What follows belongs to an exercise in optimizing a design on an open flow for small area and a short achievable clock period; a production flow would make more cautious choices.
No run shown here included a check of the RTL's function; only the layout flow was run.
Power and IR drop assume default switching activity.

==> flow/design.v, too long to show whole: its modules and the start of the top module <==
// module running_average: 27 lines
// module ra_add_out: 674 lines
// module ra_add_nxt: 415 lines
// module ra_fa: 4 lines
// module ra_aoi21: 3 lines
// module ra_inv: 3 lines
// module ra_nand2: 3 lines
// module ra_nor2: 3 lines
// module ra_nor2b: 3 lines
// module ra_nor3b: 3 lines
// module ra_oai21: 3 lines
// module ra_xnor2: 3 lines
// module ra_xor2: 3 lines
module running_average #(
  parameter N = 4,
  parameter DATAWIDTH = 32
)(
  input   wire        clk,
  input   wire        reset,
  input   wire [DATAWIDTH -1 : 0] data_i,
  output  wire [DATAWIDTH -1 : 0] average_o
);
  // ...
==> flow/flow/run.sh <==
#!/bin/bash
set -euo pipefail
here=$(pwd)
DU_DEFAULT=$(cat flow/default_dont_use.txt)
DU_BIG=$(cat flow/big_cells.txt)
bash standard.sh DONT_USE_CELLS="$DU_DEFAULT $DU_BIG" synth > "$here/synth.log" 2>&1
args=()
if [[ -f flow/pnr_args.txt ]]; then
  while IFS= read -r line; do
    [[ -n "$line" && "$line" != \#* ]] && args+=("$line")
  done < flow/pnr_args.txt
fi
bash standard.sh "${args[@]}" finish > "$here/pnr.log" 2>&1
==> flow/flow/big_cells.txt <==
sky130_fd_sc_hd__a2111o_2 sky130_fd_sc_hd__a2111o_4 sky130_fd_sc_hd__a2111oi_2 sky130_fd_sc_hd__a2111oi_4 sky130_fd_sc_hd__a211o_2 sky130_fd_sc_hd__a211o_4 sky130_fd_sc_hd__a211oi_2 sky130_fd_sc_hd__a211oi_4 sky130_fd_sc_hd__a21bo_2 sky130_fd_sc_hd__a21bo_4 sky130_fd_sc_hd__a21boi_2 sky130_fd_sc_hd__a21boi_4 sky130_fd_sc_hd__a21o_2 sky130_fd_sc_hd__a21o_4 sky130_fd_sc_hd__a21oi_2 sky130_fd_sc_hd__a21oi_4 sky130_fd_sc_hd__a221o_2 sky130_fd_sc_hd__a221o_4 sky130_fd_sc_hd__a221oi_2 sky130_fd_sc_hd__a221oi_4 sky130_fd_sc_hd__a22o_2 sky130_fd_sc_hd__a22o_4 sky130_fd_sc_hd__a22oi_2 sky130_fd_sc_hd__a22oi_4 sky130_fd_sc_hd__a2bb2o_2 sky130_fd_sc_hd__a2bb2o_4 sky130_fd_sc_hd__a2bb2oi_2 sky130_fd_sc_hd__a2bb2oi_4 sky130_fd_sc_hd__a311o_2 sky130_fd_sc_hd__a311o_4 sky130_fd_sc_hd__a311oi_2 sky130_fd_sc_hd__a311oi_4 sky130_fd_sc_hd__a31o_2 sky130_fd_sc_hd__a31o_4 sky130_fd_sc_hd__a31oi_2 sky130_fd_sc_hd__a31oi_4 sky130_fd_sc_hd__a32o_2 sky130_fd_sc_hd__a32o_4 sky130_fd_sc_hd__a32oi_2 sky130_fd_sc_hd__a32oi_4 sky130_fd_sc_hd__a41o_2 sky130_fd_sc_hd__a41o_4 sky130_fd_sc_hd__a41oi_2 sky130_fd_sc_hd__a41oi_4 sky130_fd_sc_hd__and2_2 sky130_fd_sc_hd__and2_4 sky130_fd_sc_hd__and2b_2 sky130_fd_sc_hd__and2b_4 sky130_fd_sc_hd__and3_2 sky130_fd_sc_hd__and3_4 sky130_fd_sc_hd__and3b_2 sky130_fd_sc_hd__and3b_4 sky130_fd_sc_hd__and4_2 sky130_fd_sc_hd__and4_4 sky130_fd_sc_hd__and4b_2 sky130_fd_sc_hd__and4b_4 sky130_fd_sc_hd__and4bb_2 sky130_fd_sc_hd__and4bb_4 sky130_fd_sc_hd__fa_2 sky130_fd_sc_hd__fa_4 sky130_fd_sc_hd__ha_2 sky130_fd_sc_hd__ha_4 sky130_fd_sc_hd__inv_12 sky130_fd_sc_hd__inv_16 sky130_fd_sc_hd__inv_2 sky130_fd_sc_hd__inv_4 sky130_fd_sc_hd__inv_6 sky130_fd_sc_hd__inv_8 sky130_fd_sc_hd__maj3_2 sky130_fd_sc_hd__maj3_4 sky130_fd_sc_hd__mux2_2 sky130_fd_sc_hd__mux2_4 sky130_fd_sc_hd__mux2_8 sky130_fd_sc_hd__mux2i_2 sky130_fd_sc_hd__mux2i_4 sky130_fd_sc_hd__mux4_2 sky130_fd_sc_hd__mux4_4 sky130_fd_sc_hd__nand2_2 sky130_fd_sc_hd__nand2_4 sky130_fd_sc_hd__nand2_8 sky130_fd_sc_hd__nand2b_2 sky130_fd_sc_hd__nand2b_4 sky130_fd_sc_hd__nand3_2 sky130_fd_sc_hd__nand3_4 sky130_fd_sc_hd__nand3b_2 sky130_fd_sc_hd__nand3b_4 sky130_fd_sc_hd__nand4_2 sky130_fd_sc_hd__nand4_4 sky130_fd_sc_hd__nand4b_2 sky130_fd_sc_hd__nand4b_4 sky130_fd_sc_hd__nand4bb_2 sky130_fd_sc_hd__nand4bb_4 sky130_fd_sc_hd__nor2_2 sky130_fd_sc_hd__nor2_4 sky130_fd_sc_hd__nor2_8 sky130_fd_sc_hd__nor2b_2 sky130_fd_sc_hd__nor2b_4 sky130_fd_sc_hd__nor3_2 sky130_fd_sc_hd__nor3_4 sky130_fd_sc_hd__nor3b_2 sky130_fd_sc_hd__nor3b_4 sky130_fd_sc_hd__nor4_2 sky130_fd_sc_hd__nor4_4 sky130_fd_sc_hd__nor4b_2 sky130_fd_sc_hd__nor4b_4 sky130_fd_sc_hd__nor4bb_2 sky130_fd_sc_hd__nor4bb_4 sky130_fd_sc_hd__o2111a_2 sky130_fd_sc_hd__o2111a_4 sky130_fd_sc_hd__o2111ai_2 sky130_fd_sc_hd__o2111ai_4 sky130_fd_sc_hd__o211a_2 sky130_fd_sc_hd__o211a_4 sky130_fd_sc_hd__o211ai_2 sky130_fd_sc_hd__o211ai_4 sky130_fd_sc_hd__o21a_2 sky130_fd_sc_hd__o21a_4 sky130_fd_sc_hd__o21ai_2 sky130_fd_sc_hd__o21ai_4 sky130_fd_sc_hd__o21ba_2 sky130_fd_sc_hd__o21ba_4 sky130_fd_sc_hd__o21bai_2 sky130_fd_sc_hd__o21bai_4 sky130_fd_sc_hd__o221a_2 sky130_fd_sc_hd__o221a_4 sky130_fd_sc_hd__o221ai_2 sky130_fd_sc_hd__o221ai_4 sky130_fd_sc_hd__o22a_2 sky130_fd_sc_hd__o22a_4 sky130_fd_sc_hd__o22ai_2 sky130_fd_sc_hd__o22ai_4 sky130_fd_sc_hd__o2bb2a_2 sky130_fd_sc_hd__o2bb2a_4 sky130_fd_sc_hd__o2bb2ai_2 sky130_fd_sc_hd__o2bb2ai_4 sky130_fd_sc_hd__o311a_2 sky130_fd_sc_hd__o311a_4 sky130_fd_sc_hd__o311ai_2 sky130_fd_sc_hd__o311ai_4 sky130_fd_sc_hd__o31a_2 sky130_fd_sc_hd__o31a_4 sky130_fd_sc_hd__o31ai_2 sky130_fd_sc_hd__o31ai_4 sky130_fd_sc_hd__o32a_2 sky130_fd_sc_hd__o32a_4 sky130_fd_sc_hd__o32ai_2 sky130_fd_sc_hd__o32ai_4 sky130_fd_sc_hd__o41a_2 sky130_fd_sc_hd__o41a_4 sky130_fd_sc_hd__o41ai_2 sky130_fd_sc_hd__o41ai_4 sky130_fd_sc_hd__or2_2 sky130_fd_sc_hd__or2_4 sky130_fd_sc_hd__or2b_2 sky130_fd_sc_hd__or2b_4 sky130_fd_sc_hd__or3_2 sky130_fd_sc_hd__or3_4 sky130_fd_sc_hd__or3b_2 sky130_fd_sc_hd__or3b_4 sky130_fd_sc_hd__or4_2 sky130_fd_sc_hd__or4_4 sky130_fd_sc_hd__or4b_2 sky130_fd_sc_hd__or4b_4 sky130_fd_sc_hd__or4bb_2 sky130_fd_sc_hd__or4bb_4 sky130_fd_sc_hd__xnor2_2 sky130_fd_sc_hd__xnor2_4 sky130_fd_sc_hd__xnor3_2 sky130_fd_sc_hd__xnor3_4 sky130_fd_sc_hd__xor2_2 sky130_fd_sc_hd__xor2_4 sky130_fd_sc_hd__xor3_2 sky130_fd_sc_hd__xor3_4
==> flow/flow/default_dont_use.txt <==
sky130_fd_sc_hd__probe_p_8 sky130_fd_sc_hd__probec_p_8 sky130_fd_sc_hd__lpflow_bleeder_1 sky130_fd_sc_hd__lpflow_clkbufkapwr_1 sky130_fd_sc_hd__lpflow_clkbufkapwr_16 sky130_fd_sc_hd__lpflow_clkbufkapwr_2 sky130_fd_sc_hd__lpflow_clkbufkapwr_4 sky130_fd_sc_hd__lpflow_clkbufkapwr_8 sky130_fd_sc_hd__lpflow_clkinvkapwr_1 sky130_fd_sc_hd__lpflow_clkinvkapwr_16 sky130_fd_sc_hd__lpflow_clkinvkapwr_2 sky130_fd_sc_hd__lpflow_clkinvkapwr_4 sky130_fd_sc_hd__lpflow_clkinvkapwr_8 sky130_fd_sc_hd__lpflow_decapkapwr_12 sky130_fd_sc_hd__lpflow_decapkapwr_3 sky130_fd_sc_hd__lpflow_decapkapwr_4 sky130_fd_sc_hd__lpflow_decapkapwr_6 sky130_fd_sc_hd__lpflow_decapkapwr_8 sky130_fd_sc_hd__lpflow_inputiso0n_1 sky130_fd_sc_hd__lpflow_inputiso0p_1 sky130_fd_sc_hd__lpflow_inputiso1n_1 sky130_fd_sc_hd__lpflow_inputiso1p_1 sky130_fd_sc_hd__lpflow_inputisolatch_1 sky130_fd_sc_hd__lpflow_isobufsrc_1 sky130_fd_sc_hd__lpflow_isobufsrc_16 sky130_fd_sc_hd__lpflow_isobufsrc_2 sky130_fd_sc_hd__lpflow_isobufsrc_4 sky130_fd_sc_hd__lpflow_isobufsrc_8 sky130_fd_sc_hd__lpflow_isobufsrckapwr_16 sky130_fd_sc_hd__lpflow_lsbuf_lh_hl_isowell_tap_1 sky130_fd_sc_hd__lpflow_lsbuf_lh_hl_isowell_tap_2 sky130_fd_sc_hd__lpflow_lsbuf_lh_hl_isowell_tap_4 sky130_fd_sc_hd__lpflow_lsbuf_lh_isowell_4 sky130_fd_sc_hd__lpflow_lsbuf_lh_isowell_tap_1 sky130_fd_sc_hd__lpflow_lsbuf_lh_isowell_tap_2 sky130_fd_sc_hd__lpflow_lsbuf_lh_isowell_tap_4 
==> flow/flow/pnr_args.txt <==
BUFFER_PORTS_ARGS=-buffer_cell sky130_fd_sc_hd__buf_2
==> flow/standard.sh <==
#!/bin/bash
# synth_recipe.tcl (not shown) runs the flow's synth.tcl, then flattens the netlist and writes it again
# the make line also repeats each setting of config.mk as NAME=value (left out here)
make -C /OpenROAD-flow-scripts/flow DESIGN_CONFIG=/design/flow/config.mk WORK_HOME=/design/flow/orfs CLKGATE_MAP_FILE= SYNTH_SCRIPT=/design/flow/synth_recipe.tcl "${@:-finish}"
==> flow/config.mk <==
export PLATFORM = sky130hd
export DESIGN_NAME = running_average
export DESIGN_NICKNAME = running_average
export VERILOG_FILES = /design/flow/design.v
export SDC_FILE = /design/flow/constraint.sdc
export NUM_CORES = 4
export LEC_CHECK = 0
export CAP_MARGIN = 20
export CORE_MARGIN = 2
export CORE_UTILIZATION = 40
export CTS_BUF_LIST = sky130_fd_sc_hd__clkbuf_4 sky130_fd_sc_hd__clkbuf_8
export SETUP_SLACK_MARGIN = 2.5
export SLEW_MARGIN = 20
export SYNTH_HIERARCHICAL = 1
==> flow/constraint.sdc <==
create_clock -name core_clock -period 7.0 [get_ports {clk}]
set_input_delay 1.4000 -clock core_clock [delete_from_list [all_inputs] [get_ports {clk}]]
set_output_delay 1.4000 -clock core_clock [all_outputs]
set_load 0.01 [all_outputs]
==> qor.yml, run 1 <==
critical_path_arrival_ps: 3000
net-switching-power_uw: 1100
synthFlopType: "dfrtp_1"
largestRegisters: "s1 x32, s2 x32, s3 x32"
tns_ps: 0
cp_num_cells: 9
synth_edf_count: 0
max_freq_mhz: 228
synthAdderAreaFrac_pct: 10.9
status: "no timing/DRC/antenna violations"
portBuffers: 63
dieHeight_um: 125
worst_slew_pin_slew_ps: 701
die-area_sq_um: 15600
power_uw: 2440
holdWs_ps: 408
synth_seq_cells: 96
area_growth_pct: 15.1
synthMuxAreaShare_pct: 0
start_util_pct: 40.7
synthArstFlopShare_pct: 100
dp_hpwl_um: 11600
core_sq_um: 14400
max_cap_violations: 0
clock_area_share_pct: 3.02
p_per_area_nw_per_um2: 361
grt_pass1_vias: 4923
critPathKind: "input pin to output port"
ff2ff_path_depth: 12
htree_levels: 3
synth-seq-area-share_pct: 41.0
drv_slew: 0
drt_iter0_markers: 264
cp.required_ps: 5600
wl_met1_um: 6940
vias: 4869
worstReg2RegEnd: "s3[28]"
min_to: "s2[27]"
buffer_area_share_pct: 5.45
antennaDiodeCount: 0
==> run 2, diff against run 1 <==
--- a/flow/design.v
+++ b/flow/design.v
@@ -310,17 +310,16 @@
   wire n282;
   wire n283;
   wire n284;
   wire n285;
   wire n286;
   wire n287;
   wire n288;
   wire n289;
-  wire n290;
   wire n291;
   wire n293;
   wire n295;
   wire n297;
   wire n299;
   wire n301;
   wire n303;
   wire n305;
@@ -340,18 +339,17 @@
   wire n333;
   wire n335;
   wire n337;
   wire n339;
   wire n341;
   wire n343;
   wire n345;
   wire n347;
-  wire n349;
-  wire n350;
+  wire n348;
   ra_nand2 g1 (.a(a[0]), .b(b[0]), .y(n1));
   ra_nor2 g2 (.a(a[0]), .b(b[0]), .y(n2));
   ra_nand2 g3 (.a(a[1]), .b(b[1]), .y(n3));
   ra_nor2 g4 (.a(a[1]), .b(b[1]), .y(n4));
   ra_nand2 g5 (.a(a[2]), .b(b[2]), .y(n5));
   ra_nor2 g6 (.a(a[2]), .b(b[2]), .y(n6));
   ra_nand2 g7 (.a(a[3]), .b(b[3]), .y(n7));
   ra_nor2 g8 (.a(a[3]), .b(b[3]), .y(n8));
@@ -571,138 +569,136 @@
   ra_oai21 g222 (.a1(n172), .a2(n163), .b1(n171), .y(n222));
   ra_nor2 g223 (.a(n172), .b(n164), .y(n223));
   ra_oai21 g224 (.a1(n174), .a2(n165), .b1(n173), .y(n224));
   ra_nor2 g225 (.a(n174), .b(n166), .y(n225));
   ra_oai21 g226 (.a1(n176), .a2(n167), .b1(n175), .y(n226));
   ra_nor2 g227 (.a(n176), .b(n168), .y(n227));
   ra_oai21 g228 (.a1(n178), .a2(n169), .b1(n177), .y(n228));
   ra_nor2 g229 (.a(n178), .b(n170), .y(n229));
-  ra_inv g230 (.a(n1), .y(n230));
-  ra_aoi21 g231 (.a1(n185), .a2(n230), .b1(n184), .y(n231));
-  ra_aoi21 g232 (.a1(n187), .a2(n63), .b1(n186), .y(n232));
-  ra_inv g233 (.a(n123), .y(n233));
-  ra_aoi21 g234 (.a1(n189), .a2(n233), .b1(n188), .y(n234));
-  ra_inv g235 (.a(n124), .y(n235));
-  ra_aoi21 g236 (.a1(n191), .a2(n235), .b1(n190), .y(n236));
-  ra_aoi21 g237 (.a1(n193), .a2(n179), .b1(n192), .y(n237));
-  ra_aoi21 g238 (.a1(n195), .a2(n181), .b1(n194), .y(n238));
-  ra_aoi21 g239 (.a1(n197), .a2(n182), .b1(n196), .y(n239));
-  ra_aoi21 g240 (.a1(n199), .a2(n183), .b1(n198), .y(n240));
-  ra_aoi21 g241 (.a1(n201), .a2(n184), .b1(n200), .y(n241));
-  ra_nand2 g242 (.a(n201), .b(n185), .y(n242));
-  ra_aoi21 g243 (.a1(n203), .a2(n186), .b1(n202), .y(n243));
-  ra_nand2 g244 (.a(n203), .b(n187), .y(n244));
-  ra_aoi21 g245 (.a1(n205), .a2(n188), .b1(n204), .y(n245));
-  ra_nand2 g246 (.a(n205), .b(n189), .y(n246));
-  ra_aoi21 g247 (.a1(n207), .a2(n190), .b1(n206), .y(n247));
-  ra_nand2 g248 (.a(n207), .b(n191), .y(n248));
-  ra_aoi21 g249 (.a1(n209), .a2(n192), .b1(n208), .y(n249));
-  ra_nand2 g250 (.a(n209), .b(n193), .y(n250));
-  ra_aoi21 g251 (.a1(n211), .a2(n194), .b1(n210), .y(n251));
-  ra_nand2 g252 (.a(n211), .b(n195), .y(n252));
-  ra_aoi21 g253 (.a1(n213), .a2(n196), .b1(n212), .y(n253));
-  ra_nand2 g254 (.a(n213), .b(n197), .y(n254));
-  ra_aoi21 g255 (.a1(n215), .a2(n198), .b1(n214), .y(n255));
-  ra_nand2 g256 (.a(n215), .b(n199), .y(n256));
-  ra_aoi21 g257 (.a1(n217), .a2(n200), .b1(n216), .y(n257));
-  ra_nand2 g258 (.a(n217), .b(n201), .y(n258));
-  ra_aoi21 g259 (.a1(n219), .a2(n202), .b1(n218), .y(n259));
-  ra_nand2 g260 (.a(n219), .b(n203), .y(n260));
-  ra_aoi21 g261 (.a1(n221), .a2(n204), .b1(n220), .y(n261));
-  ra_nand2 g262 (.a(n221), .b(n205), .y(n262));
-  ra_aoi21 g263 (.a1(n223), .a2(n206), .b1(n222), .y(n263));
-  ra_nand2 g264 (.a(n223), .b(n207), .y(n264));
-  ra_aoi21 g265 (.a1(n225), .a2(n208), .b1(n224), .y(n265));
-  ra_nand2 g266 (.a(n225), .b(n209), .y(n266));
-  ra_aoi21 g267 (.a1(n227), .a2(n210), .b1(n226), .y(n267));
-  ra_nand2 g268 (.a(n227), .b(n211), .y(n268));
-  ra_aoi21 g269 (.a1(n229), .a2(n212), .b1(n228), .y(n269));
-  ra_nand2 g270 (.a(n229), .b(n213), .y(n270));
-  ra_oai21 g271 (.a1(n242), .a2(n1), .b1(n241), .y(n271));
-  ra_inv g272 (.a(n63), .y(n272));
-  ra_oai21 g273 (.a1(n244), .a2(n272), .b1(n243), .y(n273));
-  ra_oai21 g274 (.a1(n246), .a2(n123), .b1(n245), .y(n274));
-  ra_oai21 g275 (.a1(n248), .a2(n124), .b1(n247), .y(n275));
-  ra_inv g276 (.a(n179), .y(n276));
-  ra_oai21 g277 (.a1(n250), .a2(n276), .b1(n249), .y(n277));
-  ra_inv g278 (.a(n181), .y(n278));
-  ra_oai21 g279 (.a1(n252), .a2(n278), .b1(n251), .y(n279));
-  ra_inv g280 (.a(n182), .y(n280));
-  ra_oai21 g281 (.a1(n254), .a2(n280), .b1(n253), .y(n281));
-  ra_inv g282 (.a(n183), .y(n282));
-  ra_oai21 g283 (.a1(n256), .a2(n282), .b1(n255), .y(n283));
-  ra_oai21 g284 (.a1(n258), .a2(n231), .b1(n257), .y(n284));
-  ra_oai21 g285 (.a1(n260), .a2(n232), .b1(n259), .y(n285));
-  ra_oai21 g286 (.a1(n262), .a2(n234), .b1(n261), .y(n286));
-  ra_oai21 g287 (.a1(n264), .a2(n236), .b1(n263), .y(n287));
-  ra_oai21 g288 (.a1(n266), .a2(n237), .b1(n265), .y(n288));
-  ra_oai21 g289 (.a1(n268), .a2(n238), .b1(n267), .y(n289));
-  ra_oai21 g290 (.a1(n270), .a2(n239), .b1(n269), .y(n290));
-  ra_nor3b g291 (.a(n6), .b(r), .cn(n5), .y(n291));
-  ra_xor2 g292 (.a(n291), .b(n63), .y(y[0]));
-  ra_nor3b g293 (.a(n8), .b(r), .cn(n7), .y(n293));
-  ra_xnor2 g294 (.a(n293), .b(n123), .y(y[1]));
-  ra_nor3b g295 (.a(n10), .b(r), .cn(n9), .y(n295));
-  ra_xnor2 g296 (.a(n295), .b(n124), .y(y[2]));
-  ra_nor3b g297 (.a(n12), .b(r), .cn(n11), .y(n297));
-  ra_xor2 g298 (.a(n297), .b(n179), .y(y[3]));
-  ra_nor3b g299 (.a(n14), .b(r), .cn(n13), .y(n299));
-  ra_xor2 g300 (.a(n299), .b(n181), .y(y[4]));
-  ra_nor3b g301 (.a(n16), .b(r), .cn(n15), .y(n301));
-  ra_xor2 g302 (.a(n301), .b(n182), .y(y[5]));
-  ra_nor3b g303 (.a(n18), .b(r), .cn(n17), .y(n303));
-  ra_xor2 g304 (.a(n303), .b(n183), .y(y[6]));
-  ra_nor3b g305 (.a(n20), .b(r), .cn(n19), .y(n305));
-  ra_xnor2 g306 (.a(n305), .b(n231), .y(y[7]));
-  ra_nor3b g307 (.a(n22), .b(r), .cn(n21), .y(n307));
-  ra_xnor2 g308 (.a(n307), .b(n232), .y(y[8]));
-  ra_nor3b g309 (.a(n24), .b(r), .cn(n23), .y(n309));
-  ra_xnor2 g310 (.a(n309), .b(n234), .y(y[9]));
-  ra_nor3b g311 (.a(n26), .b(r), .cn(n25), .y(n311));
-  ra_xnor2 g312 (.a(n311), .b(n236), .y(y[10]));
-  ra_nor3b g313 (.a(n28), .b(r), .cn(n27), .y(n313));
-  ra_xnor2 g314 (.a(n313), .b(n237), .y(y[11]));
-  ra_nor3b g315 (.a(n30), .b(r), .cn(n29), .y(n315));
-  ra_xnor2 g316 (.a(n315), .b(n238), .y(y[12]));
-  ra_nor3b g317 (.a(n32), .b(r), .cn(n31), .y(n317));
-  ra_xnor2 g318 (.a(n317), .b(n239), .y(y[13]));
-  ra_nor3b g319 (.a(n34), .b(r), .cn(n33), .y(n319));
-  ra_xnor2 g320 (.a(n319), .b(n240), .y(y[14]));
-  ra_nor3b g321 (.a(n36), .b(r), .cn(n35), .y(n321));
-  ra_xor2 g322 (.a(n321), .b(n271), .y(y[15]));
-  ra_nor3b g323 (.a(n38), .b(r), .cn(n37), .y(n323));
-  ra_xor2 g324 (.a(n323), .b(n273), .y(y[16]));
-  ra_nor3b g325 (.a(n40), .b(r), .cn(n39), .y(n325));
-  ra_xor2 g326 (.a(n325), .b(n274), .y(y[17]));
-  ra_nor3b g327 (.a(n42), .b(r), .cn(n41), .y(n327));
-  ra_xor2 g328 (.a(n327), .b(n275), .y(y[18]));
-  ra_nor3b g329 (.a(n44), .b(r), .cn(n43), .y(n329));
-  ra_xor2 g330 (.a(n329), .b(n277), .y(y[19]));
-  ra_nor3b g331 (.a(n46), .b(r), .cn(n45), .y(n331));
-  ra_xor2 g332 (.a(n331), .b(n279), .y(y[20]));
-  ra_nor3b g333 (.a(n48), .b(r), .cn(n47), .y(n333));
-  ra_xor2 g334 (.a(n333), .b(n281), .y(y[21]));
-  ra_nor3b g335 (.a(n50), .b(r), .cn(n49), .y(n335));
-  ra_xor2 g336 (.a(n335), .b(n283), .y(y[22]));
-  ra_nor3b g337 (.a(n52), .b(r), .cn(n51), .y(n337));
-  ra_xor2 g338 (.a(n337), .b(n284), .y(y[23]));
-  ra_nor3b g339 (.a(n54), .b(r), .cn(n53), .y(n339));
-  ra_xor2 g340 (.a(n339), .b(n285), .y(y[24]));
-  ra_nor3b g341 (.a(n56), .b(r), .cn(n55), .y(n341));
-  ra_xor2 g342 (.a(n341), .b(n286), .y(y[25]));
-  ra_nor3b g343 (.a(n58), .b(r), .cn(n57), .y(n343));
-  ra_xor2 g344 (.a(n343), .b(n287), .y(y[26]));
-  ra_nor3b g345 (.a(n60), .b(r), .cn(n59), .y(n345));
-  ra_xor2 g346 (.a(n345), .b(n288), .y(y[27]));
-  ra_nor3b g347 (.a(n62), .b(r), .cn(n61), .y(n347));
-  ra_xor2 g348 (.a(n347), .b(n289), .y(y[28]));
-  ra_xnor2 g349 (.a(a[31]), .b(b[31]), .y(n349));
-  ra_nor2 g350 (.a(n349), .b(r), .y(n350));
-  ra_xor2 g351 (.a(n350), .b(n290), .y(y[29]));
+  ra_aoi21 g230 (.a1(n185), .a2(n122), .b1(n184), .y(n230));
+  ra_aoi21 g231 (.a1(n187), .a2(n63), .b1(n186), .y(n231));
+  ra_inv g232 (.a(n123), .y(n232));
+  ra_aoi21 g233 (.a1(n189), .a2(n232), .b1(n188), .y(n233));
+  ra_inv g234 (.a(n124), .y(n234));
+  ra_aoi21 g235 (.a1(n191), .a2(n234), .b1(n190), .y(n235));
+  ra_aoi21 g236 (.a1(n193), .a2(n179), .b1(n192), .y(n236));
+  ra_aoi21 g237 (.a1(n195), .a2(n181), .b1(n194), .y(n237));
+  ra_aoi21 g238 (.a1(n197), .a2(n182), .b1(n196), .y(n238));
+  ra_aoi21 g239 (.a1(n199), .a2(n183), .b1(n198), .y(n239));
+  ra_aoi21 g240 (.a1(n201), .a2(n184), .b1(n200), .y(n240));
+  ra_nand2 g241 (.a(n201), .b(n185), .y(n241));
+  ra_aoi21 g242 (.a1(n203), .a2(n186), .b1(n202), .y(n242));
+  ra_nand2 g243 (.a(n203), .b(n187), .y(n243));
+  ra_aoi21 g244 (.a1(n205), .a2(n188), .b1(n204), .y(n244));
+  ra_nand2 g245 (.a(n205), .b(n189), .y(n245));
+  ra_aoi21 g246 (.a1(n207), .a2(n190), .b1(n206), .y(n246));
+  ra_nand2 g247 (.a(n207), .b(n191), .y(n247));
+  ra_aoi21 g248 (.a1(n209), .a2(n192), .b1(n208), .y(n248));
+  ra_nand2 g249 (.a(n209), .b(n193), .y(n249));
+  ra_aoi21 g250 (.a1(n211), .a2(n194), .b1(n210), .y(n250));
+  ra_nand2 g251 (.a(n211), .b(n195), .y(n251));
+  ra_aoi21 g252 (.a1(n213), .a2(n196), .b1(n212), .y(n252));
+  ra_nand2 g253 (.a(n213), .b(n197), .y(n253));
+  ra_aoi21 g254 (.a1(n215), .a2(n198), .b1(n214), .y(n254));
+  ra_nand2 g255 (.a(n215), .b(n199), .y(n255));
+  ra_aoi21 g256 (.a1(n217), .a2(n200), .b1(n216), .y(n256));
+  ra_nand2 g257 (.a(n217), .b(n201), .y(n257));
+  ra_aoi21 g258 (.a1(n219), .a2(n202), .b1(n218), .y(n258));
+  ra_nand2 g259 (.a(n219), .b(n203), .y(n259));
+  ra_aoi21 g260 (.a1(n221), .a2(n204), .b1(n220), .y(n260));
+  ra_nand2 g261 (.a(n221), .b(n205), .y(n261));
+  ra_aoi21 g262 (.a1(n223), .a2(n206), .b1(n222), .y(n262));
+  ra_nand2 g263 (.a(n223), .b(n207), .y(n263));
+  ra_aoi21 g264 (.a1(n225), .a2(n208), .b1(n224), .y(n264));
+  ra_nand2 g265 (.a(n225), .b(n209), .y(n265));
+  ra_aoi21 g266 (.a1(n227), .a2(n210), .b1(n226), .y(n266));
+  ra_nand2 g267 (.a(n227), .b(n211), .y(n267));
+  ra_aoi21 g268 (.a1(n229), .a2(n212), .b1(n228), .y(n268));
+  ra_nand2 g269 (.a(n229), .b(n213), .y(n269));
+  ra_oai21 g270 (.a1(n241), .a2(n1), .b1(n240), .y(n270));
+  ra_oai21 g271 (.a1(n243), .a2(n180), .b1(n242), .y(n271));
+  ra_oai21 g272 (.a1(n245), .a2(n123), .b1(n244), .y(n272));
+  ra_oai21 g273 (.a1(n247), .a2(n124), .b1(n246), .y(n273));
+  ra_inv g274 (.a(n179), .y(n274));
+  ra_oai21 g275 (.a1(n249), .a2(n274), .b1(n248), .y(n275));
+  ra_inv g276 (.a(n181), .y(n276));
+  ra_oai21 g277 (.a1(n251), .a2(n276), .b1(n250), .y(n277));
+  ra_inv g278 (.a(n182), .y(n278));
+  ra_oai21 g279 (.a1(n253), .a2(n278), .b1(n252), .y(n279));
+  ra_inv g280 (.a(n183), .y(n280));
+  ra_oai21 g281 (.a1(n255), .a2(n280), .b1(n254), .y(n281));
+  ra_oai21 g282 (.a1(n257), .a2(n230), .b1(n256), .y(n282));
+  ra_oai21 g283 (.a1(n259), .a2(n231), .b1(n258), .y(n283));
+  ra_oai21 g284 (.a1(n261), .a2(n233), .b1(n260), .y(n284));
+  ra_oai21 g285 (.a1(n263), .a2(n235), .b1(n262), .y(n285));
+  ra_oai21 g286 (.a1(n265), .a2(n236), .b1(n264), .y(n286));
+  ra_oai21 g287 (.a1(n267), .a2(n237), .b1(n266), .y(n287));
+  ra_oai21 g288 (.a1(n269), .a2(n238), .b1(n268), .y(n288));
+  ra_nor3b g289 (.a(n6), .b(r), .cn(n5), .y(n289));
+  ra_xor2 g290 (.a(n289), .b(n63), .y(y[0]));
+  ra_nor3b g291 (.a(n8), .b(r), .cn(n7), .y(n291));
+  ra_xnor2 g292 (.a(n291), .b(n123), .y(y[1]));
+  ra_nor3b g293 (.a(n10), .b(r), .cn(n9), .y(n293));
+  ra_xnor2 g294 (.a(n293), .b(n124), .y(y[2]));
+  ra_nor3b g295 (.a(n12), .b(r), .cn(n11), .y(n295));
+  ra_xor2 g296 (.a(n295), .b(n179), .y(y[3]));
+  ra_nor3b g297 (.a(n14), .b(r), .cn(n13), .y(n297));
+  ra_xor2 g298 (.a(n297), .b(n181), .y(y[4]));
+  ra_nor3b g299 (.a(n16), .b(r), .cn(n15), .y(n299));
+  ra_xor2 g300 (.a(n299), .b(n182), .y(y[5]));
+  ra_nor3b g301 (.a(n18), .b(r), .cn(n17), .y(n301));
+  ra_xor2 g302 (.a(n301), .b(n183), .y(y[6]));
+  ra_nor3b g303 (.a(n20), .b(r), .cn(n19), .y(n303));
+  ra_xnor2 g304 (.a(n303), .b(n230), .y(y[7]));
+  ra_nor3b g305 (.a(n22), .b(r), .cn(n21), .y(n305));
+  ra_xnor2 g306 (.a(n305), .b(n231), .y(y[8]));
+  ra_nor3b g307 (.a(n24), .b(r), .cn(n23), .y(n307));
+  ra_xnor2 g308 (.a(n307), .b(n233), .y(y[9]));
+  ra_nor3b g309 (.a(n26), .b(r), .cn(n25), .y(n309));
+  ra_xnor2 g310 (.a(n309), .b(n235), .y(y[10]));
+  ra_nor3b g311 (.a(n28), .b(r), .cn(n27), .y(n311));
+  ra_xnor2 g312 (.a(n311), .b(n236), .y(y[11]));
+  ra_nor3b g313 (.a(n30), .b(r), .cn(n29), .y(n313));
+  ra_xnor2 g314 (.a(n313), .b(n237), .y(y[12]));
+  ra_nor3b g315 (.a(n32), .b(r), .cn(n31), .y(n315));
+  ra_xnor2 g316 (.a(n315), .b(n238), .y(y[13]));
+  ra_nor3b g317 (.a(n34), .b(r), .cn(n33), .y(n317));
+  ra_xnor2 g318 (.a(n317), .b(n239), .y(y[14]));
+  ra_nor3b g319 (.a(n36), .b(r), .cn(n35), .y(n319));
+  ra_xor2 g320 (.a(n319), .b(n270), .y(y[15]));
+  ra_nor3b g321 (.a(n38), .b(r), .cn(n37), .y(n321));
+  ra_xor2 g322 (.a(n321), .b(n271), .y(y[16]));
+  ra_nor3b g323 (.a(n40), .b(r), .cn(n39), .y(n323));
+  ra_xor2 g324 (.a(n323), .b(n272), .y(y[17]));
+  ra_nor3b g325 (.a(n42), .b(r), .cn(n41), .y(n325));
+  ra_xor2 g326 (.a(n325), .b(n273), .y(y[18]));
+  ra_nor3b g327 (.a(n44), .b(r), .cn(n43), .y(n327));
+  ra_xor2 g328 (.a(n327), .b(n275), .y(y[19]));
+  ra_nor3b g329 (.a(n46), .b(r), .cn(n45), .y(n329));
+  ra_xor2 g330 (.a(n329), .b(n277), .y(y[20]));
+  ra_nor3b g331 (.a(n48), .b(r), .cn(n47), .y(n331));
+  ra_xor2 g332 (.a(n331), .b(n279), .y(y[21]));
+  ra_nor3b g333 (.a(n50), .b(r), .cn(n49), .y(n333));
+  ra_xor2 g334 (.a(n333), .b(n281), .y(y[22]));
+  ra_nor3b g335 (.a(n52), .b(r), .cn(n51), .y(n335));
+  ra_xor2 g336 (.a(n335), .b(n282), .y(y[23]));
+  ra_nor3b g337 (.a(n54), .b(r), .cn(n53), .y(n337));
+  ra_xor2 g338 (.a(n337), .b(n283), .y(y[24]));
+  ra_nor3b g339 (.a(n56), .b(r), .cn(n55), .y(n339));
+  ra_xor2 g340 (.a(n339), .b(n284), .y(y[25]));
+  ra_nor3b g341 (.a(n58), .b(r), .cn(n57), .y(n341));
+  ra_xor2 g342 (.a(n341), .b(n285), .y(y[26]));
+  ra_nor3b g343 (.a(n60), .b(r), .cn(n59), .y(n343));
+  ra_xor2 g344 (.a(n343), .b(n286), .y(y[27]));
+  ra_nor3b g345 (.a(n62), .b(r), .cn(n61), .y(n345));
+  ra_xor2 g346 (.a(n345), .b(n287), .y(y[28]));
+  ra_xnor2 g347 (.a(a[31]), .b(b[31]), .y(n347));
+  ra_nor2 g348 (.a(n347), .b(r), .y(n348));
+  ra_xor2 g349 (.a(n348), .b(n288), .y(y[29]));
 endmodule
 module ra_add_nxt (input wire [31:0] a, input wire [31:0] b, input wire [31:0] c, output wire [31:0] y);
   wire [31:0] fs;
   wire [32:0] fc;
   wire n1;
   wire n2;
   wire n3;
   wire n4;
@@ -840,17 +836,19 @@
   wire n136;
   wire n137;
   wire n138;
   wire n139;
   wire n140;
   wire n141;
   wire n142;
   wire n143;
+  wire n144;
   wire n145;
+  wire n146;
   wire n147;
   wire n149;
   wire n151;
   wire n153;
   wire n155;
   wire n157;
   wire n159;
   wire n161;
@@ -870,16 +868,18 @@
   wire n189;
   wire n191;
   wire n193;
   wire n195;
   wire n197;
   wire n199;
   wire n201;
   wire n203;
+  wire n205;
+  wire n207;
   ra_fa f0 (.a(c[0]), .b(a[0]), .ci(b[0]), .s(fs[0]), .co(fc[1]));
   ra_fa f1 (.a(c[1]), .b(a[1]), .ci(b[1]), .s(fs[1]), .co(fc[2]));
   ra_fa f2 (.a(c[2]), .b(a[2]), .ci(b[2]), .s(fs[2]), .co(fc[3]));
   ra_fa f3 (.a(c[3]), .b(a[3]), .ci(b[3]), .s(fs[3]), .co(fc[4]));
   ra_fa f4 (.a(c[4]), .b(a[4]), .ci(b[4]), .s(fs[4]), .co(fc[5]));
   ra_fa f5 (.a(c[5]), .b(a[5]), .ci(b[5]), .s(fs[5]), .co(fc[6]));
   ra_fa f6 (.a(c[6]), .b(a[6]), .ci(b[6]), .s(fs[6]), .co(fc[7]));
   ra_fa f7 (.a(c[7]), .b(a[7]), .ci(b[7]), .s(fs[7]), .co(fc[8]));
@@ -1010,119 +1010,126 @@
   ra_aoi21 g101 (.a1(n87), .a2(n84), .b1(n86), .y(n101));
   ra_nand2 g102 (.a(n87), .b(n85), .y(n102));
   ra_oai21 g103 (.a1(n92), .a2(n90), .b1(n91), .y(n103));
   ra_oai21 g104 (.a1(n96), .a2(n93), .b1(n95), .y(n104));
   ra_nor2 g105 (.a(n96), .b(n94), .y(n105));
   ra_oai21 g106 (.a1(n100), .a2(n97), .b1(n99), .y(n106));
   ra_nor2 g107 (.a(n100), .b(n98), .y(n107));
   ra_aoi21 g108 (.a1(n105), .a2(n103), .b1(n104), .y(n108));
-  ra_inv g109 (.a(n108), .y(n109));
-  ra_aoi21 g110 (.a1(n107), .a2(n109), .b1(n106), .y(n110));
-  ra_inv g111 (.a(n103), .y(n111));
-  ra_oai21 g112 (.a1(n94), .a2(n111), .b1(n93), .y(n112));
+  ra_inv g109 (.a(n107), .y(n109));
+  ra_o21bai g110 (.a1(n109), .a2(n108), .b1n(n106), .y(n110));
+  ra_inv g111 (.a(n94), .y(n111));
+  ra_a21boi g112 (.a1(n111), .a2(n103), .b1n(n93), .y(n112));
   ra_oai21 g113 (.a1(n98), .a2(n108), .b1(n97), .y(n113));
-  ra_oai21 g114 (.a1(n102), .a2(n110), .b1(n101), .y(n114));
-  ra_inv g115 (.a(n90), .y(n115));
-  ra_aoi21 g116 (.a1(n65), .a2(n115), .b1(n64), .y(n116));
-  ra_aoi21 g117 (.a1(n69), .a2(n103), .b1(n68), .y(n117));
-  ra_aoi21 g118 (.a1(n73), .a2(n112), .b1(n72), .y(n118));
-  ra_inv g119 (.a(n108), .y(n119));
-  ra_aoi21 g120 (.a1(n77), .a2(n119), .b1(n76), .y(n120));
-  ra_aoi21 g121 (.a1(n81), .a2(n113), .b1(n80), .y(n121));
-  ra_inv g122 (.a(n110), .y(n122));
-  ra_aoi21 g123 (.a1(n85), .a2(n122), .b1(n84), .y(n123));
-  ra_aoi21 g124 (.a1(n89), .a2(n114), .b1(n88), .y(n124));
-  ra_inv g125 (.a(n61), .y(n125));
-  ra_oai21 g126 (.a1(n6), .a2(n125), .b1(n5), .y(n126));
-  ra_oai21 g127 (.a1(n10), .a2(n90), .b1(n9), .y(n127));
-  ra_oai21 g128 (.a1(n14), .a2(n116), .b1(n13), .y(n128));
-  ra_inv g129 (.a(n103), .y(n129));
-  ra_oai21 g130 (.a1(n18), .a2(n129), .b1(n17), .y(n130));
-  ra_oai21 g131 (.a1(n22), .a2(n117), .b1(n21), .y(n131));
-  ra_inv g132 (.a(n112), .y(n132));
-  ra_oai21 g133 (.a1(n26), .a2(n132), .b1(n25), .y(n133));
-  ra_oai21 g134 (.a1(n30), .a2(n118), .b1(n29), .y(n134));
-  ra_oai21 g135 (.a1(n34), .a2(n108), .b1(n33), .y(n135));
-  ra_oai21 g136 (.a1(n38), .a2(n120), .b1(n37), .y(n136));
-  ra_inv g137 (.a(n113), .y(n137));
-  ra_oai21 g138 (.a1(n42), .a2(n137), .b1(n41), .y(n138));
-  ra_oai21 g139 (.a1(n46), .a2(n121), .b1(n45), .y(n139));
-  ra_oai21 g140 (.a1(n50), .a2(n110), .b1(n49), .y(n140));
-  ra_oai21 g141 (.a1(n54), .a2(n123), .b1(n53), .y(n141));
-  ra_inv g142 (.a(n114), .y(n142));
-  ra_oai21 g143 (.a1(n58), .a2(n142), .b1(n57), .y(n143));
+  ra_inv g114 (.a(n102), .y(n114));
+  ra_a21boi g115 (.a1(n114), .a2(n110), .b1n(n101), .y(n115));
+  ra_inv g116 (.a(n65), .y(n116));
+  ra_o21bai g117 (.a1(n116), .a2(n90), .b1n(n64), .y(n117));
+  ra_aoi21 g118 (.a1(n69), .a2(n103), .b1(n68), .y(n118));
+  ra_inv g119 (.a(n73), .y(n119));
+  ra_o21bai g120 (.a1(n119), .a2(n112), .b1n(n72), .y(n120));
+  ra_inv g121 (.a(n77), .y(n121));
+  ra_o21bai g122 (.a1(n121), .a2(n108), .b1n(n76), .y(n122));
+  ra_aoi21 g123 (.a1(n81), .a2(n113), .b1(n80), .y(n123));
+  ra_aoi21 g124 (.a1(n85), .a2(n110), .b1(n84), .y(n124));
+  ra_inv g125 (.a(n89), .y(n125));
+  ra_o21bai g126 (.a1(n125), .a2(n115), .b1n(n88), .y(n126));
+  ra_inv g127 (.a(n6), .y(n127));
+  ra_a21boi g128 (.a1(n127), .a2(n61), .b1n(n5), .y(n128));
+  ra_oai21 g129 (.a1(n10), .a2(n90), .b1(n9), .y(n129));
+  ra_inv g130 (.a(n14), .y(n130));
+  ra_a21boi g131 (.a1(n130), .a2(n117), .b1n(n13), .y(n131));
+  ra_inv g132 (.a(n18), .y(n132));
+  ra_a21boi g133 (.a1(n132), .a2(n103), .b1n(n17), .y(n133));
+  ra_oai21 g134 (.a1(n22), .a2(n118), .b1(n21), .y(n134));
+  ra_oai21 g135 (.a1(n26), .a2(n112), .b1(n25), .y(n135));
+  ra_inv g136 (.a(n30), .y(n136));
+  ra_a21boi g137 (.a1(n136), .a2(n120), .b1n(n29), .y(n137));
+  ra_oai21 g138 (.a1(n34), .a2(n108), .b1(n33), .y(n138));
+  ra_inv g139 (.a(n38), .y(n139));
+  ra_a21boi g140 (.a1(n139), .a2(n122), .b1n(n37), .y(n140));
+  ra_inv g141 (.a(n42), .y(n141));
+  ra_a21boi g142 (.a1(n141), .a2(n113), .b1n(n41), .y(n142));
+  ra_oai21 g143 (.a1(n46), .a2(n123), .b1(n45), .y(n143));
+  ra_inv g144 (.a(n50), .y(n144));
+  ra_a21boi g145 (.a1(n144), .a2(n110), .b1n(n49), .y(n145));
+  ra_oai21 g146 (.a1(n54), .a2(n124), .b1(n53), .y(n146));
+  ra_oai21 g147 (.a1(n58), .a2(n115), .b1(n57), .y(n147));
   assign y[0] = fs[0];
   assign fc[0] = 1'b0;
-  ra_xor2 g144 (.a(fs[1]), .b(fc[1]), .y(y[1]));
-  ra_nor2b g145 (.a(n4), .bn(n3), .y(n145));
-  ra_xnor2 g146 (.a(n145), .b(n1), .y(y[2]));
-  ra_nor2b g147 (.a(n6), .bn(n5), .y(n147));
-  ra_xor2 g148 (.a(n147), .b(n61), .y(y[3]));
-  ra_nor2b g149 (.a(n8), .bn(n7), .y(n149));
-  ra_xor2 g150 (.a(n149), .b(n126), .y(y[4]));
-  ra_nor2b g151 (.a(n10), .bn(n9), .y(n151));
-  ra_xnor2 g152 (.a(n151), .b(n90), .y(y[5]));
-  ra_nor2b g153 (.a(n12), .bn(n11), .y(n153));
-  ra_xor2 g154 (.a(n153), .b(n127), .y(y[6]));
-  ra_nor2b g155 (.a(n14), .bn(n13), .y(n155));
-  ra_xnor2 g156 (.a(n155), .b(n116), .y(y[7]));
-  ra_nor2b g157 (.a(n16), .bn(n15), .y(n157));
-  ra_xor2 g158 (.a(n157), .b(n128), .y(y[8]));
-  ra_nor2b g159 (.a(n18), .bn(n17), .y(n159));
-  ra_xor2 g160 (.a(n159), .b(n103), .y(y[9]));
-  ra_nor2b g161 (.a(n20), .bn(n19), .y(n161));
-  ra_xor2 g162 (.a(n161), .b(n130), .y(y[10]));
-  ra_nor2b g163 (.a(n22), .bn(n21), .y(n163));
-  ra_xnor2 g164 (.a(n163), .b(n117), .y(y[11]));
-  ra_nor2b g165 (.a(n24), .bn(n23), .y(n165));
-  ra_xor2 g166 (.a(n165), .b(n131), .y(y[12]));
-  ra_nor2b g167 (.a(n26), .bn(n25), .y(n167));
-  ra_xor2 g168 (.a(n167), .b(n112), .y(y[13]));
-  ra_nor2b g169 (.a(n28), .bn(n27), .y(n169));
-  ra_xor2 g170 (.a(n169), .b(n133), .y(y[14]));
-  ra_nor2b g171 (.a(n30), .bn(n29), .y(n171));
-  ra_xnor2 g172 (.a(n171), .b(n118), .y(y[15]));
-  ra_nor2b g173 (.a(n32), .bn(n31), .y(n173));
-  ra_xor2 g174 (.a(n173), .b(n134), .y(y[16]));
-  ra_nor2b g175 (.a(n34), .bn(n33), .y(n175));
-  ra_xnor2 g176 (.a(n175), .b(n108), .y(y[17]));
-  ra_nor2b g177 (.a(n36), .bn(n35), .y(n177));
-  ra_xor2 g178 (.a(n177), .b(n135), .y(y[18]));
-  ra_nor2b g179 (.a(n38), .bn(n37), .y(n179));
-  ra_xnor2 g180 (.a(n179), .b(n120), .y(y[19]));
-  ra_nor2b g181 (.a(n40), .bn(n39), .y(n181));
-  ra_xor2 g182 (.a(n181), .b(n136), .y(y[20]));
-  ra_nor2b g183 (.a(n42), .bn(n41), .y(n183));
-  ra_xor2 g184 (.a(n183), .b(n113), .y(y[21]));
-  ra_nor2b g185 (.a(n44), .bn(n43), .y(n185));
-  ra_xor2 g186 (.a(n185), .b(n138), .y(y[22]));
-  ra_nor2b g187 (.a(n46), .bn(n45), .y(n187));
-  ra_xnor2 g188 (.a(n187), .b(n121), .y(y[23]));
-  ra_nor2b g189 (.a(n48), .bn(n47), .y(n189));
-  ra_xor2 g190 (.a(n189), .b(n139), .y(y[24]));
-  ra_nor2b g191 (.a(n50), .bn(n49), .y(n191));
-  ra_xnor2 g192 (.a(n191), .b(n110), .y(y[25]));
-  ra_nor2b g193 (.a(n52), .bn(n51), .y(n193));
-  ra_xor2 g194 (.a(n193), .b(n140), .y(y[26]));
-  ra_nor2b g195 (.a(n54), .bn(n53), .y(n195));
-  ra_xnor2 g196 (.a(n195), .b(n123), .y(y[27]));
-  ra_nor2b g197 (.a(n56), .bn(n55), .y(n197));
-  ra_xor2 g198 (.a(n197), .b(n141), .y(y[28]));
-  ra_nor2b g199 (.a(n58), .bn(n57), .y(n199));
-  ra_xor2 g200 (.a(n199), .b(n114), .y(y[29]));
-  ra_nor2b g201 (.a(n60), .bn(n59), .y(n201));
-  ra_xor2 g202 (.a(n201), .b(n143), .y(y[30]));
-  ra_xor2 g203 (.a(fs[31]), .b(fc[31]), .y(n203));
-  ra_xnor2 g204 (.a(n203), .b(n124), .y(y[31]));
+  ra_xor2 g148 (.a(fs[1]), .b(fc[1]), .y(y[1]));
+  ra_nor2b g149 (.a(n4), .bn(n3), .y(n149));
+  ra_xnor2 g150 (.a(n149), .b(n1), .y(y[2]));
+  ra_nor2b g151 (.a(n6), .bn(n5), .y(n151));
+  ra_xor2 g152 (.a(n151), .b(n61), .y(y[3]));
+  ra_nor2b g153 (.a(n8), .bn(n7), .y(n153));
+  ra_xnor2 g154 (.a(n153), .b(n128), .y(y[4]));
+  ra_nor2b g155 (.a(n10), .bn(n9), .y(n155));
+  ra_xnor2 g156 (.a(n155), .b(n90), .y(y[5]));
+  ra_nor2b g157 (.a(n12), .bn(n11), .y(n157));
+  ra_xor2 g158 (.a(n157), .b(n129), .y(y[6]));
+  ra_nor2b g159 (.a(n14), .bn(n13), .y(n159));
+  ra_xor2 g160 (.a(n159), .b(n117), .y(y[7]));
+  ra_nor2b g161 (.a(n16), .bn(n15), .y(n161));
+  ra_xnor2 g162 (.a(n161), .b(n131), .y(y[8]));
+  ra_nor2b g163 (.a(n18), .bn(n17), .y(n163));
+  ra_xor2 g164 (.a(n163), .b(n103), .y(y[9]));
+  ra_nor2b g165 (.a(n20), .bn(n19), .y(n165));
+  ra_xnor2 g166 (.a(n165), .b(n133), .y(y[10]));
+  ra_nor2b g167 (.a(n22), .bn(n21), .y(n167));
+  ra_xnor2 g168 (.a(n167), .b(n118), .y(y[11]));
+  ra_nor2b g169 (.a(n24), .bn(n23), .y(n169));
+  ra_xor2 g170 (.a(n169), .b(n134), .y(y[12]));
+  ra_nor2b g171 (.a(n26), .bn(n25), .y(n171));
+  ra_xnor2 g172 (.a(n171), .b(n112), .y(y[13]));
+  ra_nor2b g173 (.a(n28), .bn(n27), .y(n173));
+  ra_xor2 g174 (.a(n173), .b(n135), .y(y[14]));
+  ra_nor2b g175 (.a(n30), .bn(n29), .y(n175));
+  ra_xor2 g176 (.a(n175), .b(n120), .y(y[15]));
+  ra_nor2b g177 (.a(n32), .bn(n31), .y(n177));
+  ra_xnor2 g178 (.a(n177), .b(n137), .y(y[16]));
+  ra_nor2b g179 (.a(n34), .bn(n33), .y(n179));
+  ra_xnor2 g180 (.a(n179), .b(n108), .y(y[17]));
+  ra_nor2b g181 (.a(n36), .bn(n35), .y(n181));
+  ra_xor2 g182 (.a(n181), .b(n138), .y(y[18]));
+  ra_nor2b g183 (.a(n38), .bn(n37), .y(n183));
+  ra_xor2 g184 (.a(n183), .b(n122), .y(y[19]));
+  ra_nor2b g185 (.a(n40), .bn(n39), .y(n185));
+  ra_xnor2 g186 (.a(n185), .b(n140), .y(y[20]));
+  ra_nor2b g187 (.a(n42), .bn(n41), .y(n187));
+  ra_xor2 g188 (.a(n187), .b(n113), .y(y[21]));
+  ra_nor2b g189 (.a(n44), .bn(n43), .y(n189));
+  ra_xnor2 g190 (.a(n189), .b(n142), .y(y[22]));
+  ra_nor2b g191 (.a(n46), .bn(n45), .y(n191));
+  ra_xnor2 g192 (.a(n191), .b(n123), .y(y[23]));
+  ra_nor2b g193 (.a(n48), .bn(n47), .y(n193));
+  ra_xor2 g194 (.a(n193), .b(n143), .y(y[24]));
+  ra_nor2b g195 (.a(n50), .bn(n49), .y(n195));
+  ra_xor2 g196 (.a(n195), .b(n110), .y(y[25]));
+  ra_nor2b g197 (.a(n52), .bn(n51), .y(n197));
+  ra_xnor2 g198 (.a(n197), .b(n145), .y(y[26]));
+  ra_nor2b g199 (.a(n54), .bn(n53), .y(n199));
+  ra_xnor2 g200 (.a(n199), .b(n124), .y(y[27]));
+  ra_nor2b g201 (.a(n56), .bn(n55), .y(n201));
+  ra_xor2 g202 (.a(n201), .b(n146), .y(y[28]));
+  ra_nor2b g203 (.a(n58), .bn(n57), .y(n203));
+  ra_xnor2 g204 (.a(n203), .b(n115), .y(y[29]));
+  ra_nor2b g205 (.a(n60), .bn(n59), .y(n205));
+  ra_xor2 g206 (.a(n205), .b(n147), .y(y[30]));
+  ra_xor2 g207 (.a(fs[31]), .b(fc[31]), .y(n207));
+  ra_xor2 g208 (.a(n207), .b(n126), .y(y[31]));
 endmodule
 module ra_fa (input wire a, input wire b, input wire ci, output wire s, output wire co);
   assign s = a ^ b ^ ci;
   assign co = (a & b) | (ci & (a ^ b));
 endmodule
+module ra_a21boi (input wire a1, input wire a2, input wire b1n, output wire y);
+  assign y = ~((a1 & a2) | ~b1n);
+endmodule
 module ra_aoi21 (input wire a1, input wire a2, input wire b1, output wire y);
   assign y = ~((a1 & a2) | b1);
 endmodule
 module ra_inv (input wire a, output wire y);
   assign y = ~a;
 endmodule
 module ra_nand2 (input wire a, input wire b, output wire y);
   assign y = ~(a & b);
@@ -1131,16 +1138,19 @@
   assign y = ~(a | b);
 endmodule
 module ra_nor2b (input wire a, input wire bn, output wire y);
   assign y = ~(a | ~bn);
 endmodule
 module ra_nor3b (input wire a, input wire b, input wire cn, output wire y);
   assign y = ~(a | b | ~cn);
 endmodule
+module ra_o21bai (input wire a1, input wire a2, input wire b1n, output wire y);
+  assign y = ~((a1 | a2) & ~b1n);
+endmodule
 module ra_oai21 (input wire a1, input wire a2, input wire b1, output wire y);
   assign y = ~((a1 | a2) & b1);
 endmodule
 module ra_xnor2 (input wire a, input wire b, output wire y);
   assign y = ~(a ^ b);
 endmodule
 module ra_xor2 (input wire a, input wire b, output wire y);
   assign y = a ^ b;
==> flow/flow/pnr_args.txt (replaced) <==
BUFFER_PORTS_ARGS=-buffer_cell sky130_fd_sc_hd__buf_1
==> flow/config.mk (replaced) <==
export PLATFORM = sky130hd
export DESIGN_NAME = running_average
export DESIGN_NICKNAME = running_average
export VERILOG_FILES = /design/flow/design.v
export SDC_FILE = /design/flow/constraint.sdc
export NUM_CORES = 4
export LEC_CHECK = 0
export CAP_MARGIN = 0
export CORE_MARGIN = 2
export CORE_UTILIZATION = 60
export CTS_BUF_LIST = sky130_fd_sc_hd__clkbuf_4 sky130_fd_sc_hd__clkbuf_8
export SETUP_SLACK_MARGIN = 2.5
export SLEW_MARGIN = 0
export SYNTH_HIERARCHICAL = 1
==> run 2 against run 1 <==
Wire length up 4.6%. Cell count down 5.5%. Critical path depth unchanged. Non-clock buffer count down 4. Via count up 3.9%. Maximum frequency down 2.3%. Clock skew down 4.0 ps. Synthesized area up 0.73%. Die area down 32%. Critical path type unchanged.
==> qor.yml, run 2 <==
drv_slew: 0  # unchanged
grt_usage_pct: 29.1  # was 19.6%
cp_top_family: "compound AO/OA/AOI/OAI gates"  # unchanged
regArea_sq_um: 2400  # unchanged
vias: 5059  # was 4869
route.detailed.drc: 0  # unchanged
netlist_area_sq_um: 5910  # was 5860 sq um
cts_hold_buf: 0  # unchanged
critical_path_arrival_ps: 3100  # was 3000 ps
insertion_delay_ps: 390  # was 380 ps
yosysWarnings: 7  # unchanged
skew_ps: 8.79  # was 12.8 ps
start_util_pct: 61.0  # was 40.7%
grt_pass1_vias: 5017  # was 4923
slowest_delay_ps: 330  # was 240 ps
max_cap_violations: 0  # unchanged
vias_per_cell: 5.61  # was 5.11
startpoint_type: "input pin"  # unchanged
synth_most_common_cell: "nor2_1"  # unchanged
yosys.area.top_type: "dfrtp_1"  # unchanged
cts_max_path_buffers: 2  # unchanged
grt_max_degree: 54  # was 56
grt_antenna_before_repair: 1  # was 0
grt_pass1_wl_um: 23200  # was 24300 um
critPathKind: "input pin to output port"  # unchanged
cp_num_buf_inv: 2  # unchanged
largestRegisters: "s1 x32, s2 x32, s3 x32"  # unchanged
root_buffer: "clkbuf_8"  # unchanged
numCtsBuffers: 9  # unchanged
synthFlopType: "dfrtp_1"  # unchanged
min_path_type: "flop to flop"  # unchanged
cp.required_ps: 5600  # about the same
end_kind: "output port"  # unchanged
synth_area_leaders: "dfrtp_1, fa_1, o21ai_1"  # unchanged
die_w_um: 103  # was 125 um
worstHoldPathCells: 0  # unchanged
worst_slew_pin_slew_ps: 675  # was 701 ps
dp.cells: 884  # was 932
ir_worst_vdd_mv: 0.276  # was 0.165 mV
p_per_area_nw_per_um2: 363  # was 361 nW/um^2
drive_above_1_share_pct: 9.77  # was 15.0%
slew_headroom_pct: 55.0  # was 53.3%
die-area_sq_um: 10700  # was 15600 sq um
tns_ps: 0  # unchanged
gp_congestion: 0.906  # was 0.818
clk_pin_slew_ps: 90  # was 100 ps
min_period_ps: 4500  # was 4400 ps
dp_hpwl_um: 11900  # was 11600 um
routedWlPerCell_um: 16.6  # was 15.0 um
power_uw: 2430  # was 2440 uW
synthArstFlopShare_pct: 100  # unchanged
rsz0062_at_grt: "yes"  # unchanged
synth-seq-area-share_pct: 40.7  # was 41.0%
cp_slowest_cell: "a21oi_1"  # unchanged
num-nets-final: 829  # was 831
setup_viol: 0  # unchanged
area_growth_pct: 13.3  # was 15.1%
post-route-period-util_pct: 64.2  # was 62.8%
path_cells: "buf_1 -> nor2_1 -> o21ai_1 -> a21oi_1 -> o21ai_2 -> a21oi_2 -> o21ai_2 -> xor2_1 -> buf_1"  # was buf_2 -> nor2_1 -> o21ai_1 -> a21oi_1 -> o21ai_2 -> a21oi_2 -> o21ai_1 -> xor2_1 -> buf_2
fin_cells: 901  # was 953
postRouteAntennaNets: 0  # unchanged
synth_common_cells: "nor2_1, nand2_1, o21ai_1"  # unchanged
fillerInstances: 810  # was 1451
finalHoldViolCount: 0  # unchanged
r2r_slack_ps: 3540  # was 3630 ps
cts_sinks: 96  # unchanged
antennaDiodeCount: 0  # unchanged
synth_top_area_share_pct: 40.7  # was 41.0%
layout_common_cells: "nand2_1, nor2_1, dfrtp_1"  # was nor2_1, nand2_1, o21ai_1
ff2ff_path_depth: 10  # was 12
dieHeight_um: 103  # was 125 um
worst-path-max-fanout: 4  # unchanged
htree_levels: 3  # unchanged
syn-instance-count: 688  # was 686
leakage_uw: 0.00273  # was 0.00289 uW
first_pass_iters: 5  # was 4
routed_wl_um: 14900  # was 14300 um
overflow: 0  # unchanged
portBuffers: 63  # unchanged
multi_input_area_sq_um: 3560  # was 3460 sq um
io_pins: 66  # unchanged
max_freq_mhz: 222  # was 228 MHz
cts_tree: "yes"  # unchanged
synth_cell_type_count: 15  # was 13
final_common_cell: "nand2_1"  # was nor2_1
synth_seq_cells: 96  # unchanged
status: "no timing/DRC/antenna violations"  # unchanged
cp_num_cells: 9  # unchanged
core_sq_um: 9680  # was 14400 sq um
post_synth.cell_area_avg_sq_um: 8.59  # was 8.55 sq um
drt_iter0_markers: 214  # was 264
num_rows: 36  # was 44
synth_edf_count: 0  # unchanged
run 2: timing repair:
action / 4_1_cts / 5_1_grt
gates resized for setup: 11 / 45
buffers inserted: 0 / 1
setup endpoints to repair: 9 / 20
pin swaps: 0 / 2
run 2: cell families after synthesis:
group / count (synthesis) / share of synthesized area, %
and+or+nand+nor: 295 / 21.8
AOI/OAI and AO/OA: 175 / 15.4
DFF: 96 / 40.7
xor gates and xnor gates: 63 / 9.34
adders and majority gates: 32 / 10.8
buffers and inverters: 26 / 1.84
other: 1 / 0.0635
run 2: Yosys stat by module (local to each module, per instance), excerpt:
| module | cell area [sq um] | flip-flops and latches | times used |
|---|---|---|---|
| ra_fa | 20.0 | 0 | 32 |
| ra_inv | 3.75 | 0 | 22 |
| ra_aoi21 | 5.00 | 0 | 63 |
| ra_xnor2 | 8.76 | 0 | 26 |
| ra_nor2b | 6.26 | 0 | 29 |
| ra_xor2 | 8.76 | 0 | 37 |
| ra_nor2 | 3.75 | 0 | 128 |
| ra_nand2 | 3.75 | 0 | 109 |
| ra_add_nxt | 7.51 | 0 | 1 |
| ra_o21bai | 7.51 | 0 | 5 |
| ra_oai21 | 5.00 | 0 | 98 |
run 2: final timing paths:
| path | start | endpoint |
|---|---|---|
| setup / recovery | data_i[12] | average_o[29] |
| hold / removal | s1[10] | s2[10] |
| setup reg to reg | s1[1] | s3[24] |
| hold reg to reg | s1[10] | s2[10] |
| max in group asynchronous | reset | s3[17] |
| min in group asynchronous | reset | s3[3] |
run 2: worst register-to-register path, cell delays in order (launching register included):
cell and delay [ps]:
dfrtp_1 410, fa_1 560, nand2_1 100, o21ai_1 280, a21oi_1 210, o21ai_1 450
a21oi_1 320, o21ai_1 470, a21oi_1 170, o21ai_1 190, xor2_1 200
run 2: final cells by class:
class / instances / share of cell area, %
Multi-Input combinational cell: 567 / 53.2
Sequential cell: 96 / 35.9
Timing Repair Buffer: 66 / 3.95
Tap cell: 133 / 2.49
Clock buffer: 11 / 2.26
Inverter: 23 / 1.33
Clock inverter: 5 / 0.823
run 2: stage by stage:
| step | setup WS (ps) | utilization (%) | hold WS [ps] | area [sq um] |
|---|---|---|---|---|
| after global routing | 2400 | 69.1 | 424 | 6690 |
| final | 2500 | 69.1 | 403 | 6690 |
| after floorplan | 2980 | - | 386 | 5910 |
| after global placement | 2260 | 65.1 | 391 | 6310 |
| after detailed placement | 2240 | 65.1 | 397 | 6310 |
| after CTS | 2460 | 67.7 | 407 | 6560 |
run 2: report_power, final:
| part | internal (uW) | switching (uW) | total [uW] | leakage, uW |
|---|---|---|---|---|
| registers | 652 | 61.3 | 713 | 0.00112 |
| logic | 458 | 880 | 1340 | 0.00151 |
| clock network | 183 | 194 | 377 | 0.000101 |
run 2: routing by layer:
| metal | wire, um | up-vias | global-route usage [%] | share of wire, % |
|---|---|---|---|---|
| met5 | 7 | - | 0 | 0.047 |
| met2 | 7280 | 127 | 47.6 | 49 |
| met4 | 197 | 2 | 9.92 | 1.3 |
| met3 | 811 | 19 | 6.79 | 5.4 |
| li1 | - | 2431 | - | - |
| met1 | 6630 | 2480 | 38.5 | 44 |

[what the ideal ports hide]
The flow's constraints put no driver on any port. The routed layouts listed below were extracted and timed again, unchanged, in two steps.
Step 1 (the two cells are an assumption about what drives the block):
set clk [get_ports {clk}]
set_driving_cell -lib_cell sky130_fd_sc_hd__clkbuf_16 $clk
set_driving_cell -lib_cell sky130_fd_sc_hd__buf_2 [delete_from_list [all_inputs] $clk]
Step 2 times the ports against the registers' clock, not the clock port: input delays grow and output delays shrink by t, the midpoint of the rising clock arrivals with the driver on.
Slacks: ideal / step 1 / step 2; pairs: ideal / step 1.
run | t, ns | setup slack, ns | worst hold slack (ns)
run 1 | 0.412 | 2.605 / 2.586 / 2.453 | 0.408 / 0.408 / 0.408
run 2 | 0.418 | 2.504 / 2.485 / 2.335 | 0.403 / 0.403 / 0.403
After both steps every run listed still meets setup and hold. The setup slack of run 2, which loses most, moves by -0.019 ns with the drivers and by -0.169 ns with both steps.
